What follows belongs to an exercise in optimizing a design on an open flow for a short achievable clock period and few clock cycles; a production flow would make more cautious choices.
Only simulation tests tie the RTL to the original design; equivalence was not proved.
Power and IR drop assume default switching activity.

$ cat flow/config.mk
export PLATFORM = sky130hd
export DESIGN_NAME = cpu
export DESIGN_NICKNAME = cpu
export VERILOG_FILES = /design/flow/design.v
export SDC_FILE = /design/flow/constraint.sdc
export NUM_CORES = 4
export LEC_CHECK = 0
export CAP_MARGIN = 20
export CORE_MARGIN = 2
export CORE_UTILIZATION = 40
export PLACE_DENSITY = 0.6
export SLEW_MARGIN = 20
$ cat flow/run.sh
#!/bin/bash
# synth_recipe.tcl (not shown) runs the flow's synth.tcl, then flattens the netlist and writes it again
# the make line also repeats each setting of config.mk as NAME=value (left out here)
make -C /OpenROAD-flow-scripts/flow DESIGN_CONFIG=/design/flow/config.mk WORK_HOME=/design/flow/orfs CLKGATE_MAP_FILE= SYNTH_SCRIPT=/design/flow/synth_recipe.tcl finish
$ cat flow/design.v
module cpu (
    input clk,
    input reset,
    output [31:0] iaddr,
    input [31:0] idata,
    output [31:0] daddr,
    input [31:0] drdata,
    output [31:0] dwdata,
    output [3:0] dwe
);
    reg [31:0] pc;
    assign iaddr = pc;
    reg        d_valid;
    reg [31:0] d_ir;
    reg [31:0] d_pc;
    reg        e_we;         
    reg [4:0]  e_rd;
    reg        e_load, e_store, e_branch, e_jalr, e_const_sel, e_pred;
    reg [2:0]  e_f3;
    reg [3:0]  e_alu;
    reg        e_use_imm;
    reg        e_fwd_a, e_fwd_b;
    reg [31:0] e_a, e_b, e_imm, e_const, e_tgt, e_pc4;
    reg        m_we, m_load;
    reg [4:0]  m_rd;
    reg [2:0]  m_f3;
    reg [31:0] m_res, m_wdata;
    reg [3:0]  m_dwe;
    reg        w_we, w_load;
    reg [4:0]  w_rd;
    reg [2:0]  w_f3;
    reg [31:0] w_res, w_ld;
    reg [31:0] rf [0:31];
    reg [31:0] w_lval;
    always @* begin
        case (w_f3)
            3'b000: case (w_res[1:0])
                        2'd0: w_lval = {{24{w_ld[7]}},  w_ld[7:0]};
                        2'd1: w_lval = {{24{w_ld[15]}}, w_ld[15:8]};
                        2'd2: w_lval = {{24{w_ld[23]}}, w_ld[23:16]};
                        default: w_lval = {{24{w_ld[31]}}, w_ld[31:24]};
                    endcase
            3'b001: w_lval = (w_res[1:0] == 2'd2) ? {{16{w_ld[31]}}, w_ld[31:16]} : {{16{w_ld[15]}}, w_ld[15:0]};
            3'b100: case (w_res[1:0])
                        2'd0: w_lval = {24'd0, w_ld[7:0]};
                        2'd1: w_lval = {24'd0, w_ld[15:8]};
                        2'd2: w_lval = {24'd0, w_ld[23:16]};
                        default: w_lval = {24'd0, w_ld[31:24]};
                    endcase
            3'b101: w_lval = (w_res[1:0] == 2'd2) ? {16'd0, w_ld[31:16]} : {16'd0, w_ld[15:0]};
            default: w_lval = w_ld;
        endcase
    end
    wire [31:0] w_val = w_load ? w_lval : w_res;
    always @(posedge clk)
        if (w_we) rf[w_rd] <= w_val;
    wire [6:0] d_opc = d_ir[6:0];
    wire [2:0] d_f3  = d_ir[14:12];
    wire [4:0] d_rs1 = d_ir[19:15];
    wire [4:0] d_rs2 = d_ir[24:20];
    wire [4:0] d_rdf = d_ir[11:7];
    wire d_lui    = d_opc[6:2] == 5'b01101;
    wire d_auipc  = d_opc[6:2] == 5'b00101;
    wire d_jal    = d_opc[6:2] == 5'b11011;
    wire d_jalr   = d_opc[6:2] == 5'b11001 && d_f3 == 3'b000;
    wire d_br     = d_opc[6:2] == 5'b11000 && d_f3[2:1] != 2'b01;
    wire d_ld     = d_opc[6:2] == 5'b00000 && (d_f3 == 3'b000 || d_f3 == 3'b001 || d_f3 == 3'b010 || d_f3 == 3'b100 || d_f3 == 3'b101);
    wire d_st     = d_opc[6:2] == 5'b01000 && (d_f3 == 3'b000 || d_f3 == 3'b001 || d_f3 == 3'b010);
    wire d_opi    = d_opc[6:2] == 5'b00100;
    wire d_op     = d_opc[6:2] == 5'b01100;
    wire d_writes = d_lui | d_auipc | d_jal | d_jalr | d_ld | d_opi | d_op;
    wire [4:0] d_rd = (d_valid && d_writes) ? d_rdf : 5'd0;
    wire d_use1 = d_jalr | d_br | d_ld | d_st | d_opi | d_op;
    wire d_use2 = d_br | d_st | d_op;
    wire [31:0] imm_i = {{20{d_ir[31]}}, d_ir[31:20]};
    wire [31:0] imm_s = {{20{d_ir[31]}}, d_ir[31:25], d_ir[11:7]};
    wire [31:0] imm_b = {{20{d_ir[31]}}, d_ir[7], d_ir[30:25], d_ir[11:8], 1'b0};
    wire [31:0] imm_u = {d_ir[31:12], 12'd0};
    wire [31:0] imm_j = {{12{d_ir[31]}}, d_ir[19:12], d_ir[20], d_ir[30:21], 1'b0};
    wire [31:0] d_imm = d_st ? imm_s : (d_opi && d_f3[1:0] == 2'b01) ? {27'd0, d_ir[24:20]} : imm_i;
    wire [31:0] d_tgt = d_pc + (d_jal ? imm_j : imm_b);
    wire [31:0] d_pc4 = d_pc + 32'd4;
    wire [31:0] d_const = d_lui ? imm_u : d_auipc ? (d_pc + imm_u) : d_pc4;
    localparam A_ADD = 4'd0, A_SUB = 4'd1, A_SLL = 4'd2, A_SLT = 4'd3, A_SLTU = 4'd4,
               A_XOR = 4'd5, A_SRL = 4'd6, A_SRA = 4'd7, A_OR = 4'd8, A_AND = 4'd9;
    reg [3:0] d_alu;
    always @* begin
        d_alu = A_ADD;
        if (d_op | d_opi) begin
            case (d_f3)
                3'b000: d_alu = (d_op && d_ir[30]) ? A_SUB : A_ADD;
                3'b001: d_alu = A_SLL;
                3'b010: d_alu = A_SLT;
                3'b011: d_alu = A_SLTU;
                3'b100: d_alu = A_XOR;
                3'b101: d_alu = d_ir[30] ? A_SRA : A_SRL;
                3'b110: d_alu = A_OR;
                default: d_alu = A_AND;
            endcase
        end
    end
    wire [31:0] rf1 = rf[d_rs1];
    wire [31:0] rf2 = rf[d_rs2];
    wire m_byp1 = m_we && !m_load && m_rd == d_rs1;
    wire m_byp2 = m_we && !m_load && m_rd == d_rs2;
    wire w_byp1 = w_we && w_rd == d_rs1;
    wire w_byp2 = w_we && w_rd == d_rs2;
    wire [31:0] d_a = (d_rs1 == 5'd0) ? 32'd0 : m_byp1 ? m_res : w_byp1 ? w_val : rf1;
    wire [31:0] d_b = (d_rs2 == 5'd0) ? 32'd0 : m_byp2 ? m_res : w_byp2 ? w_val : rf2;
    wire e_hit1 = e_we && e_rd == d_rs1;
    wire e_hit2 = e_we && e_rd == d_rs2;
    wire ld_stall = d_valid && (
        (d_use1 && d_rs1 != 5'd0 && ((e_we && e_load && e_rd == d_rs1) || (m_we && m_load && m_rd == d_rs1))) ||
        (d_use2 && d_rs2 != 5'd0 && ((e_we && e_load && e_rd == d_rs2) || (m_we && m_load && m_rd == d_rs2))));
    wire d_pred  = d_br && d_ir[31];                    
    wire d_redir = d_valid && !ld_stall && (d_jal || d_pred);
    wire [31:0] ea = e_fwd_a ? m_res : e_a;
    wire [31:0] eb = e_fwd_b ? m_res : e_b;
    wire [31:0] op2 = e_use_imm ? e_imm : eb;
    wire [31:0] sum  = ea + op2;
    wire [31:0] diff = ea - op2;
    wire eq   = ea == op2;
    wire lt   = $signed(ea) < $signed(op2);
    wire ltu  = ea < op2;
    reg [31:0] alu;
    always @* begin
        case (e_alu)
            A_ADD:  alu = sum;
            A_SUB:  alu = diff;
            A_SLL:  alu = ea << op2[4:0];
            A_SLT:  alu = {31'd0, lt};
            A_SLTU: alu = {31'd0, ltu};
            A_XOR:  alu = ea ^ op2;
            A_SRL:  alu = ea >> op2[4:0];
            A_SRA:  alu = $signed(ea) >>> op2[4:0];
            A_OR:   alu = ea | op2;
            default: alu = ea & op2;
        endcase
    end
    wire [31:0] e_res = e_const_sel ? e_const : alu;
    reg taken;
    always @* begin
        case (e_f3)
            3'b000: taken = eq;
            3'b001: taken = !eq;
            3'b100: taken = lt;
            3'b101: taken = !lt;
            3'b110: taken = ltu;
            default: taken = !ltu;
        endcase
    end
    wire e_redir = e_jalr || (e_branch && (taken != e_pred));
    wire [31:0] e_rtgt = e_jalr ? {sum[31:1], 1'b0} : (taken ? e_tgt : e_pc4);
    reg [3:0] e_dwe;
    reg [31:0] e_wd;
    always @* begin
        e_dwe = 4'd0;
        e_wd = eb;
        if (e_store) begin
            case (e_f3[1:0])
                2'b00: begin e_wd = {4{eb[7:0]}};  e_dwe = 4'b0001 << sum[1:0]; end
                2'b01: begin e_wd = {2{eb[15:0]}}; e_dwe = (sum[1:0] == 2'd2) ? 4'b1100 : 4'b0011; end
                default: begin e_wd = eb; e_dwe = 4'b1111; end
            endcase
        end
    end
    always @(posedge clk) begin
        if (reset) begin
            pc <= 32'd0;
            d_valid <= 1'b0;
            e_we <= 1'b0; e_rd <= 5'd0; e_load <= 1'b0; e_store <= 1'b0; e_branch <= 1'b0; e_jalr <= 1'b0;
            m_we <= 1'b0; m_rd <= 5'd0; m_load <= 1'b0;
            w_we <= 1'b0; w_rd <= 5'd0; w_load <= 1'b0;
        end else begin
            if (e_redir) begin
                pc <= e_rtgt;
                d_valid <= 1'b0;
            end else if (ld_stall) begin
            end else if (d_redir) begin
                pc <= d_tgt;
                d_valid <= 1'b0;
            end else begin
                pc <= pc + 32'd4;
                d_valid <= 1'b1;
                d_ir <= idata;
                d_pc <= pc;
            end
            if (e_redir || ld_stall || !d_valid) begin
                e_we <= 1'b0; e_rd <= 5'd0; e_load <= 1'b0; e_store <= 1'b0; e_branch <= 1'b0; e_jalr <= 1'b0;
            end else begin
                e_we <= d_rd != 5'd0; e_rd <= d_rd;
                e_load <= d_ld; e_store <= d_st; e_branch <= d_br; e_jalr <= d_jalr;
            end
            m_we <= e_we; m_rd <= e_rd; m_load <= e_load;
            w_we <= m_we; w_rd <= m_rd; w_load <= m_load;
        end
    end
    always @(posedge clk) begin
        if (!ld_stall) begin
            e_a <= d_a; e_b <= d_b; e_imm <= d_imm;
            e_const <= d_const; e_tgt <= d_tgt; e_pc4 <= d_pc4;
            e_alu <= d_alu; e_f3 <= d_f3; e_pred <= d_pred;
            e_use_imm <= !(d_op || d_br);
            e_const_sel <= d_lui | d_auipc | d_jal | d_jalr;
            e_fwd_a <= e_hit1 && !e_redir;
            e_fwd_b <= e_hit2 && !e_redir;
        end
        m_res <= e_res; m_f3 <= e_f3; m_wdata <= e_wd;
        w_res <= m_res; w_f3 <= m_f3; w_ld <= drdata;
    end
    always @(posedge clk or posedge reset) begin
        if (reset) m_dwe <= 4'd0;
        else m_dwe <= e_dwe;
    end
    assign daddr = m_res;
    assign dwdata = m_wdata;
    assign dwe = m_dwe;
endmodule
$ cat flow/constraint.sdc
create_clock -name core_clock -period 11.0 [get_ports {clk}]
set_input_delay 2.2000 -clock core_clock [delete_from_list [all_inputs] [get_ports {clk}]]
set_output_delay 2.2000 -clock core_clock [all_outputs]
set_load 0.01 [all_outputs]
==> flow_metrics.py <==
metrics = {
    "status": {
        "outcome": "finished clean",
    },
    "global_routing": {
        "antenna_found_initial": 8,
        "grt_overflow": 0,
        "grt_first_pass_wirelength_mm": 391,
        "grt_max_degree": 111,
        "track_usage_pct": 27.9,
        "grt_pass1_vias": 51700,
    },
    "clock_tree": {
        "postCtsSetupRepairBufs": 0,
        "clockBufferDepth": 3,
        "cts_buffers": 162,
        "cts_htree_levels": 4,
        "cts_resized": 0,
        "clock_sinks": 1474,
        "worstSkewPairLatency_ps": 840,
        "cts.clk_slew.worst_paths_ps": 60,
        "cts_hold_buffers": 0,
        "clock-root-buffer": "clkbuf_16",
        "cts_tree": "done",
    },
    "final_layout": {
        "syn_to_final_growth_pct": 13.3,
        "n_fill_cell": 16800,
        "fin_nets": 5862,
        "drive_gt1_share_pct": 21.9,
        "register_area_um2": 42300,
        "multi_input_area_um2": 33900,
        "stdcell_area_um2": 88100,
    },
    "synth": {
        "ys_seq_elements": 1474,
        "synth_commonest_cells": "1269 x edfxtp_1, 642 x mux4_2, 477 x nor2_1",
        "ys_warn_count": 1,
        "syn_inst": 5570,
        "synth_seq_area_share_pct": 54.3,
        "yosysUniqueCellTypes": 91,
        "synthArstFlopShare_pct": 0.271,
        "synth-edff-count": 1269,
        "synth_top_cell_by_area": "edfxtp_1",
        "netlist.area_leader.share_pct": 49.0,
        "netlist_area_um2": 77700,
        "yosysMostFrequentCell": "edfxtp_1",
        "synth_fp_nets": 5788,
        "syn_avg_cell_area_um2": 14.0,
        "synth_ff_type": "edfxtp_1",
        "ys_top_cells_by_area": "edfxtp_1 49%, mux4_2 19%, dfxtp_1 5.2%",
    },
    "timing": {
        "worstMarginPinSlew_ps": 1200,
        "finalSetupTns_ps": 0,
        "layout_min_cycle_time_ps": 7710,
        "setup_viol": 0,
        "slew_viol_final": 0,
        "grt_setup_unrepaired": "no",
        "max_freq_mhz": 130,
        "finClkSkew_ps": 60.2,
        "hold_viol_final": 0,
        "slew_headroom_pct": 20.1,
        "finalCritPeriodShare_pct": 70.1,
    },
    "drt": {
        "ant_nets": 0,
        "wirelength_mm": 280,
        "via_per_inst": 6.41,
        "drt_iter0_markers": 7226,
        "drcViolationCount": 0,
        "wl_per_cell_um": 33.7,
        "first_pass_iters": 7,
        "num_vias": 53300,
    },
    "setup_path": {
        "path_max_fanout": 52,
        "cp-start-kind": "flip-flop",
        "crit_type": "flip-flop to flip-flop",
        "crit_buf_inv": 5,
        "crit_path_start": "e_use_imm",
        "rrSetupSlack_ps": 3290,
        "required_ps": 11760,
        "cpPeakStageDelay_ps": 790,
        "end_kind": "flip-flop",
        "path_delay_family": "compound AO/OA/AOI/OAI gates",
        "cpMaxStageDelayCell": "edfxtp_1",
        "r2r_start": "e_use_imm",
        "worst_path_most_repeated_cell": "buf_4",
        "crit_chain": "buf_4 -> nand2b_1 -> o21ai_4 -> buf_4 -> inv_1 -> buf_4 -> ha_1 -> fa_1 -> nand3b_1 -> a21oi_2 -> o2111ai_1 -> a2111oi_4 -> nor2_2 -> a31o_1 -> a211oi_4 -> buf_4 -> mux2i_1 -> nand3_1 -> o221ai_1 -> a21o_1",
        "worst_ep_arrival_time_ps": 8470,
    },
    "pwr": {
        "powerDensity_nw_per_um2": 191,
        "max-vdd-ir-drop_uv": 144,
        "p_leak_nw": 30.0,
    },
    "run": {
        "maxCapViolations": 0,
    },
    "floorplanning": {
        "row_count": 161,
        "die_w_um": 445,
        "core_area_um2": 193000,
        "fp.dieH_um": 445,
        "initial_utilization_pct": 40.3,
        "io-pin-count": 166,
        "dieArea_um2": 198000,
    },
    "place": {
        "place_congestion": 1.00,
        "hpwl_mm": 180,
        "placed_area_um2": 82700,
        "io_buffers": 163,
    },
    "worst_hold_path": {
        "min_path_type": "flip-flop to flip-flop",
        "worstHoldStart": "m_f3[2]",
    },
}
[cell usage in the layout, fill, tap and decap left out, types with 24 or more instances in the layout]
cell type / n
edfxtp_1: 1269
mux4_2: 642
nor2_1: 441
a21oi_1: 325
nand2_1: 298
o21ai_0: 232
mux2i_1: 198
dfxtp_1: 190
clkbuf_16: 168
clkdlybuf4s50_1: 163
ha_1: 148
buf_4: 147
inv_1: 125
xnor2_1: 102
mux2_2: 102
a211oi_1: 87
nand3_1: 77
nor3_1: 71
xor2_1: 56
a21o_1: 55
a31oi_1: 52
o211ai_1: 49
nor2b_1: 43
o22ai_1: 37
nor2_4: 35
clkbuf_1: 35
clkinv_2: 31
nand2b_1: 29
and2_1: 29
clkinv_1: 28
and3_1: 27
nand4_1: 24
[kinds of logic (layout without fill, tap and decap cells)]
logic type      Yosys count  count (layout)  share of synthesized area, %
mux                     948             948                          22.7
other cells               0               4                             0
compound gates         1095            1095                          8.88
simple gates           1205            1205                          7.14
xor+xnor                158             158                          1.78
fa+ha+maj               152             152                          2.48
flops                  1474            1474                          54.3
buf+inv                 538             745                          2.68
[final timing paths]
path	cells after the start	to
max	20	pc[12]
min	0	w_f3[2]
max reg2reg	20	pc[12]
min reg2reg	0	w_f3[2]
max in group asynchronous	3	m_dwe[0]
min in group asynchronous	3	m_dwe[2]
[report_power, final]
| group | leakage (nW) | switching, mW | internal, mW | total [mW] |
|---|---|---|---|---|
| registers | 13.6 | 0.419 | 6.91 | 7.32 |
| clock network | 2.60 | 2.37 | 3.10 | 5.47 |
| logic | 13.8 | 2.62 | 1.37 | 3.99 |
[registers in the layout, summed over array words and instances, names as in the netlist, 12 cells and up, named ones only]
signal / flops
e_imm: 12
pc: 32
e_tgt: 32
e_b: 32
rf: 1024
e_a: 32
d_ir: 30
w_res: 32
d_pc: 32
m_wdata: 32
e_const: 32
m_res: 32
w_ld: 32
e_pc4: 31
[layer usage]
metal | vias to the layer above | GRT usage (%) | wire (um)
met5 | - | 0 | 44
met4 | 6 | 17.1 | 19700
met3 | 650 | 5.06 | 25000
met2 | 3021 | 43.8 | 130000
met1 | 27400 | 36.0 | 105000
li1 | 22200 | - | -
[final cells by class]
type                       instances  share of cell area [%]
antenna                            4                  0.0114
clock buffer                     213                    5.07
clock inverter                    84                    1.01
inverter                         133                   0.567
multi-input combinational       3558                    38.5
sequential                      1474                    48.0
tap                             2526                    3.59
timing repair buffer             315                    3.23
[through the flow]
| step | utilization [%] | hold slack, ps | worst slack [ps] | cells | power (mW) |
|---|---|---|---|---|---|
| finish | 45.7 | 336 | 3290 | 8307 | 16.8 |
| global route | 45.7 | 342 | 2890 | 8303 | 17.3 |
| CTS | 45.7 | 339 | 3330 | 8302 | 16.8 |
| detailed placement | 42.9 | 319 | 3390 | 8005 | 11.3 |
| global placement | 42.9 | 314 | 3430 | 8005 | 11.3 |
| floorplan | - | 310 | 2320 | 5570 | 9.48 |
Testbench counts, summed over its fixed seeds: cycles 29,075.

[afterwards: timing with drivers on the ports]
Ports are ideal in the flow. The routed layout listed here was re-timed in OpenROAD. Step 1 sets driving cells, clkbuf_16 on the clock port and buf_2 on the other inputs (assumed; they add their load-dependent delay and slew). Step 2, shift: input delay + t, output delay - t, t = (earliest + latest rising clock arrival at the registers) / 2. This alone moves slack from input paths to output paths. Three values: no drivers, after step 1, after step 2; two values: the first two.
t (ns): 0.897
setup slack, ns: 3.294 / 3.294 / 3.294
cell pins on the clock port's net: 1
After both steps this run still meets setup and hold. The setup slack of this run moves by 0.000 ns with the drivers and by 0.000 ns with both steps.
